What follows belongs to an exercise in optimizing a design on an open flow for small area, a short achievable clock period and few clock cycles per item; a production flow would make more cautious choices. In this exercise RTL edits were held to simulation tests only and were not proved equivalent to the original. Power and IR drop assume default switching activity.

==> flow/design.v (outline; a module is shown in full before it is edited, if it fits) <==
// module RFILE: 2413 lines
module RFILE(clk, rst, A_x, A_y, B_x, B_y, C_x, C_y, rssiA, rssiB, rssiC,
             valueA, valueB, valueC, expA, expB, expC, busy, out_valid, xt, yt);
  // ...
==> flow/flow/run.sh <==
#!/bin/bash
# Standard layout (the standard.sh) with two changes:
#  - synthesis script flow/syn.tcl (the standard flow's script with Yosys synth -noabc and
#    the final ABC mapping done by flow/abc_map.script),
#  - port buffers are sky130_fd_sc_hd__buf_1 (every port still gets one).
set -euo pipefail
HERE=$(pwd)
export FLOW_ABC_SCRIPT=$HERE/flow/abc_map.script
sed -e "s#SYNTH_SCRIPT=[^ ]*#SYNTH_SCRIPT=$HERE/flow/syn.tcl#" \
    -e "s#make -C #make BUFFER_PORTS_ARGS='-buffer_cell sky130_fd_sc_hd__buf_1' -C #" \
    standard.sh > flow_standard.sh
grep -q "flow/syn.tcl" flow_standard.sh
grep -q "BUFFER_PORTS_ARGS" flow_standard.sh
bash flow_standard.sh finish > make.log 2>&1
==> flow/flow/abc_map.script <==
strash
dch -f
map -D 18000
topo
stime -c
buffer -c
upsize -c
dnsize -c
==> flow/flow/syn.tcl <==
# The standard flow's synthesis script (synth_recipe.tcl) with two changes to the
# combinational mapping only; registers are unchanged:
#  - Yosys's generic synth runs without its early "abc -fast" pass (-noabc).
#    That pass rewrites XOR/majority logic so that extract_fa builds full
#    adders with inverted pins and leaves inverters between them.
#  - The final ABC mapping uses flow/abc_map.script (delay-targeted mapping
#    with area recovery, then the usual buffering and sizing) in place of the
#    ORFS script, whose delay target of 115 ps makes it map for speed only.
proc synth {args} { yosys synth -nofsm -noshare -noabc {*}$args }
proc abc {args} {
  set i [lsearch -exact $args -script]
  if {$i >= 0 && [info exists ::env(FLOW_ABC_SCRIPT)]} {
    lset args [expr {$i + 1}] $::env(FLOW_ABC_SCRIPT)
  }
  puts "abc mapping script: [lindex $args [expr {$i + 1}]]"
  yosys abc {*}$args
}
source $::env(SCRIPTS_DIR)/synth.tcl
# left out here: clear keep_hierarchy, flatten, clean up, hide names made inside functions, write 1_2_yosys.v
==> flow/standard.sh <==
#!/bin/bash
# synth_recipe.tcl (not shown) runs the flow's synth.tcl, then flattens the netlist and writes it again
# the make line also repeats each setting of config.mk as NAME=value (left out here)
make -C /OpenROAD-flow-scripts/flow DESIGN_CONFIG=/design/flow/config.mk WORK_HOME=/design/flow/orfs CLKGATE_MAP_FILE= SYNTH_SCRIPT=/design/flow/synth_recipe.tcl "${@:-finish}"
==> flow/config.mk <==
export PLATFORM = sky130hd
export DESIGN_NAME = RFILE
export DESIGN_NICKNAME = RFILE
export VERILOG_FILES = /design/flow/design.v
export SDC_FILE = /design/flow/constraint.sdc
export NUM_CORES = 8
export LEC_CHECK = 0
export ABC_AREA = 1
export CAP_MARGIN = 20
export CORE_MARGIN = 2
export CORE_UTILIZATION = 55
export SLEW_MARGIN = 20
==> flow/constraint.sdc <==
create_clock -name core_clock -period 115.0 [get_ports {clk}]
set_input_delay 23.0000 -clock core_clock [delete_from_list [all_inputs] [get_ports {clk}]]
set_output_delay 23.0000 -clock core_clock [all_outputs]
set_load 0.01 [all_outputs]
==> impl_metrics.py, run 1 <==
metrics = {
    "worst_setup_path": {
        "endpoint": "out_valid",
        "cp-end-kind": "output port",
        "crit_family": "flip-flops",
        "slowest_stage": "dfxtp_1",
    },
    "job": {
        "drv_cap": 0,
    },
    "route": {
        "first_pass_iters": 6,
        "vias": 35000,
    },
    "finish": {
        "reg_top3": "rs: 19 flops, rx: 19 flops, ry: 19 flops",
        "design.seq.count": 240,
        "fin_util_pct": 59.3,
        "num-multi-input-gates": 3754,
    },
    "min_path": {
        "hold_class": "flip-flop to flip-flop",
        "hp-start": "cnt[0]",
        "whs_path_depth": 1,
    },
    "synthesis": {
        "synth-xor-area-share_pct": 12.1,
        "seq_area_frac_synth_pct": 15.7,
        "yosys_warnings": 1,
        "synth.top_cell.area_share_pct": 16.3,
        "ys_seq_elements": 240,
        "synthAdderAreaFrac_pct": 28.1,
        "synth_edf_count": 103,
    },
    "grt": {
        "grtUsageMet1_pct": 47.3,
    },
    "status": {
        "status": "timing/DRC/antenna clean",
    },
    "floorplanning": {
        "die_y_microns": 265,
        "taps": 873,
    },
    "clocking": {
        "clockBufferDepth": 3,
        "path_clk_slew_ns": 0.06,
        "clockRootBuffer": "clkbuf_16",
        "cts_sinks": 240,
    },
    "timing": {
        "relSlewSlack_pct": 23.2,
        "grt_setup_unrepaired": "no",
        "fin_crit_sh_pct": 21.0,
    },
    "power": {
        "powerSeq_mw": 0.124,
    },
}
Testbench counts, summed over its fixed seeds: cycles 4,835, items 512.
==> run 2, diff against run 1 <==
--- a/flow/design.v
+++ b/flow/design.v
@@ -680,24 +680,24 @@
     {cx, cy} <= ph[3] ? {A_x, A_y} : ph[4] ? {B_x, B_y} : {C_x, C_y};
 end
 reg  [15:0] c0, c1;
 wire [15:0] cw = (ph[5] ? c0 : c1) - w;    
 always @(posedge clk) begin
     if (ph[0]) c0 <= {A_x, B_x};
     else if (ph[4]) c0 <= w;
     else c0 <= cw;
-    if (ph[0]) c1 <= {C_x, A_y};
+    if (ph[0]) c1 <= {A_y, B_y};
     else if (ph[5]) c1 <= w;
     else c1 <= cw;
 end
 wire signed [8:0] x0 = {1'b0, c0[7:0]} - {1'b0, c0[15:8]};
-wire signed [8:0] nx1 = {1'b0, c0[7:0]} - {1'b0, c1[15:8]};    
-wire signed [8:0] ny0 = {1'b0, c1[7:0]} - {1'b0, g[15:8]};     
-wire signed [8:0] y1 = {1'b0, g[7:0]} - {1'b0, g[15:8]};
+wire signed [8:0] nx1 = {1'b0, c0[7:0]} - {1'b0, cx};          
+wire signed [8:0] ny0 = {1'b0, c1[15:8]} - {1'b0, c1[7:0]};    
+wire signed [8:0] y1 = {1'b0, cy} - {1'b0, c1[7:0]};
 wire [15:0] ma = ph[6] ? c0 : first ? c1 : ph[2] ? {{7{fx[17]}}, fx[17:9]} : {{7{fx[8]}}, fx[8:0]};
 wire [8:0]  mpx = ph[2] ? fy[17:9] : ph[3] ? fy[8:0] : ph[6] ? fx[17:9] : fx[8:0];
 wire [8:0]  mpy = ph[6] ? fy[8:0] : fy[17:9];
 wire        mcx = ph[3];
 wire [24:0] madx = ph[3] ? ~{{6{rx[18]}}, rx} : first ? {rx[18], rx, fx[17:13]} : 25'd0;
 wire [24:0] mady = first ? {ry[18], ry, fy[4:0]} : 25'd0;
 wire be_one0 = ma[0] ^ 1'b0;
 wire be_two0 = (ma[1] & ~ma[0] & ~1'b0) | (~ma[1] & ma[0] & 1'b0);
@@ -1540,18 +1540,17 @@
 wire [24:0] myo = my_sum;
 reg  [17:0] g;
 reg         sgnd;
 wire [17:0] dl = mxo[17:0];        
 wire [16:0] adl = dl[17] ? 17'd0 - dl[16:0] : dl[16:0];
 wire gb17 = g[17], gb16 = ~g[17] & g[16], gb15 = ~g[17] & ~g[16] & g[15], gb14 = ~g[17] & ~g[16] & ~g[15];
 wire [18:0] negg = 19'd0 - {1'b0, g};
 always @(posedge clk) begin
-    if (ph[0]) g <= {2'b00, B_y, C_y};
-    else if (ph[3]) begin
+    if (ph[3]) begin
         sgnd <= ~dl[17];
         g <= {adl, 1'b0};
         k <= 3'd0;
         knz <= 1'b0;
     end else if (ph[4] | ph[5] | ph[6]) begin
         if (g[17:10] == 8'd0) begin g <= {g[9:0], 8'd0}; k <= k + 3'd2; knz <= 1'b1; end
         else if (g[17:14] == 4'd0) begin g <= {g[13:0], 4'd0}; k <= k + 3'd1; knz <= 1'b1; end
     end
==> flow/config.mk (replaced) <==
export PLATFORM = sky130hd
export DESIGN_NAME = RFILE
export DESIGN_NICKNAME = RFILE
export VERILOG_FILES = /design/flow/design.v
export SDC_FILE = /design/flow/constraint.sdc
export NUM_CORES = 8
export LEC_CHECK = 0
export ABC_AREA = 1
export CAP_MARGIN = 20
export CORE_MARGIN = 2
export CORE_UTILIZATION = 40
export SLEW_MARGIN = 20
==> impl_metrics.py, run 2 <==
metrics = {
    "worst_setup_path": {
        "worstReg2RegEnd": "fy[0]",
        "arrival_ns": 1.20,
        "path_class": "flip-flop to output port",
        "r2r_cells": 111,
        "critPathRequiredTime_ns": 92.00,
        "cp-end-kind": "output port",
        "path_cells": "buf_1",
        "crit_fanout": 1,
        "path_depth": 1,
        "cp_num_buf_inv": 1,
        "endpoint": "xt[6]",
        "cpPeakStageDelay_ns": 0.39,
        "crit_family": "flip-flops",
        "critPathLaunchType": "flip-flop",
        "timing.rr.start": "ph[7]",
        "reg2reg_slack_ns": 91.81,
        "startpoint": "xt[6]",
        "slowest_stage": "dfxtp_1",
    },
    "timing": {
        "setup-tns-final_ns": 0,
        "worstMarginPinSlew_ns": 1.14,
        "grt_setup_unrepaired": "no",
        "fin_crit_ns": 24.20,
        "setup_violations": 0,
        "drv_slew": 0,
        "fin_crit_sh_pct": 21.0,
        "hold_slack_ns": 0.490,
        "skew_ns": 0.0152,
        "max_freq_ghz": 0.0413,
        "hold_viol_final": 0,
        "relSlewSlack_pct": 23.8,
    },
    "placed_design": {
        "hpwl_mm": 102,
        "placed_cells": 6119,
        "gp_congestion": 0.931,
        "port_buffers": 208,
    },
    "synthesis": {
        "synth_common_cells": "inv_1, nand2_1, nor2_1",
        "synth_top_area_cell": "fa_1",
        "synth.top_cell.area_share_pct": 16.0,
        "netlist_instances": 4879,
        "synthTopCellsByArea": "fa_1, ha_1, xor2_1",
        "yosysMostFrequentCell": "inv_1",
        "synth_fp_nets": 5704,
        "synthArstFlopShare_pct": 3.77,
        "ys_seq_elements": 239,
        "yosys_warnings": 1,
        "synth_edf_count": 100,
        "synth_flop_cell": "dfxtp_1",
        "seq_area_frac_synth_pct": 15.8,
        "syn-cell-area_sq_mm": 0.0370,
        "post_synth.cell_area_avg_sq_um": 7.58,
        "ys_types": 67,
    },
    "route": {
        "wl_per_cell_microns": 20.5,
        "remaining_drc_errors": 0,
        "drt_iter0_drc": 3188,
        "wirelength_mm": 127,
        "avgViaCountPerCell": 5.55,
        "vias": 34300,
        "first_pass_iters": 8,
        "ant_nets": 0,
    },
    "power": {
        "ir_worst_vdd_mv": 0.0650,
        "powerDensity_mw_per_mm2": 25.2,
        "p_leak_nw": 18.6,
    },
    "floorplanning": {
        "initial_core_util_pct": 40.4,
        "dieArea_sq_mm": 0.0949,
        "die_y_microns": 308,
        "io_pins": 212,
        "fp.dieW_microns": 308,
        "core_area_sq_mm": 0.0917,
        "rows": 111,
    },
    "grt": {
        "grtUsageTotal_pct": 26.5,
        "grt_max_degree": 74,
        "grt_pass1_wl_mm": 195,
        "grt_pass1_vias": 33400,
        "antenna_found_initial": 1,
        "gr-total-overflow": 0,
    },
    "finish": {
        "n_fill_cell": 9423,
        "drive_gt1_share_pct": 4.69,
        "fin_nets": 5791,
        "multiInputGateArea_sq_mm": 0.0277,
        "final_common_cell": "inv_1",
        "most-common-layout-cells": "inv_1, nand2_1, nor2_1, xor2_1, ha_1",
        "stdcell_count": 6177,
        "fin_util_pct": 43.6,
        "reg_top3": "rs: 19 flops, rx: 19 flops, ry: 19 flops",
        "seqCellArea_sq_mm": 0.00585,
        "area_delta_synth_final_pct": 8.02,
    },
    "clocking": {
        "clockBufferDepth": 3,
        "clk_latency_ns": 0.61,
        "htree_levels": 1,
        "path_clk_slew_ns": 0.06,
        "cts_tree": "yes",
        "cts_buffers": 31,
        "ctsResizeCount": 0,
        "cts_sinks": 239,
        "clockRootBuffer": "clkbuf_16",
        "cts_setup_buffers": 0,
        "ctsHoldBuffers": 0,
    },
    "status": {
        "status": "timing/DRC/antenna clean",
    },
    "min_path": {
        "hold_class": "flip-flop to flip-flop",
        "hp-start": "cnt[0]",
    },
    "job": {
        "drv_cap": 0,
    },
}
==> run 2: layout make-up <==
cell class              count  area share (%)
diodes                      1         0.00626
flip-flops and latches    239            14.6
clock buffers              38            2.16
clock inverters            19           0.473
multi-input cells        3710            69.3
repair buffers            257            2.87
inverters                 727            6.83
well taps                1186            3.71
==> run 2: how the worst min path moves through the flow <==
stage             end  slack [ns]  depth (start not counted)
2_1_floorplan  cnt[0]        0.43                          1
5_1_grt          k[2]        0.53                          2
6_report       cnt[0]        0.49                          1
3_3_place_gp   cnt[0]        0.45                          1
3_5_place_dp   cnt[0]        0.46                          1
4_1_cts        cnt[0]        0.49                          1
==> run 2: power breakdown <==
part | switching, mW | internal, mW
Combinational | 0.469 | 0.310
Clock | 0.0432 | 0.0583
Sequential | 0.00877 | 0.117
==> run 2: routing by layer <==
layer,part of all wire (%),vias up,global-route usage (%)
li1,-,16400,-
met1,42,16300,34.4
met2,47,1328,45.3
met3,6.8,208,3.24
met4,3.9,0,9.23
met5,0,-,0
==> run 2: kinds of logic (layout without fill, tap and decap cells) <==
logic type                 Yosys count  count (layout)  synth area share (%)
AOI/OAI and AO/OA                 1185            1185                  19.4
xor gates and xnor gates           505             505                  12.0
adders and majority gates          667             667                  28.6
buffers and inverters              930            1041                  9.44
DFF                                239             239                  15.8
other                                0               1                     0
and+or+nand+nor                   1353            1353                  14.9
==> run 2: through the flow <==
stage | cell area (sq um) | total power [mW] | setup WS (ns)
after floorplan | 37000 | 0.680 | 91.41
after global placement | 38900 | 0.886 | 91.00
after detailed placement | 38900 | 0.895 | 90.96
after CTS | 40000 | 1.00 | 90.74
after global routing | 40000 | 1.11 | 89.78
final | 40000 | 1.01 | 90.80
Testbench counts of run 2, summed over its fixed seeds: cycles 4,835, items 512.

==> separate check: timing with driven ports <==
In the flow no input, the clock included, has a driving cell. The finished layouts below were timed again as built, in two steps.
Step 1, drivers: a clkbuf_16 drives clk and a buf_2 each remaining input, both assumed.
Step 2 times the ports against the registers' clock, not the clock port: input delays grow and output delays shrink by t, the midpoint of the rising clock arrivals with the driver on.
a / b / c = no drivers / after step 1 / after step 2; a / b = the first two.
run	t (ns)	slack for setup (ns)	worst slew at a driven data input, ns
run 1	0.679	90.800 / 90.731 / 90.777	0.10
run 2	0.667	90.801 / 90.738 / 90.997	0.05
After both steps setup and hold are still met in every run listed. The setup slack of run 1, which loses most, moves by -0.069 ns with the drivers and by -0.023 ns with both steps.
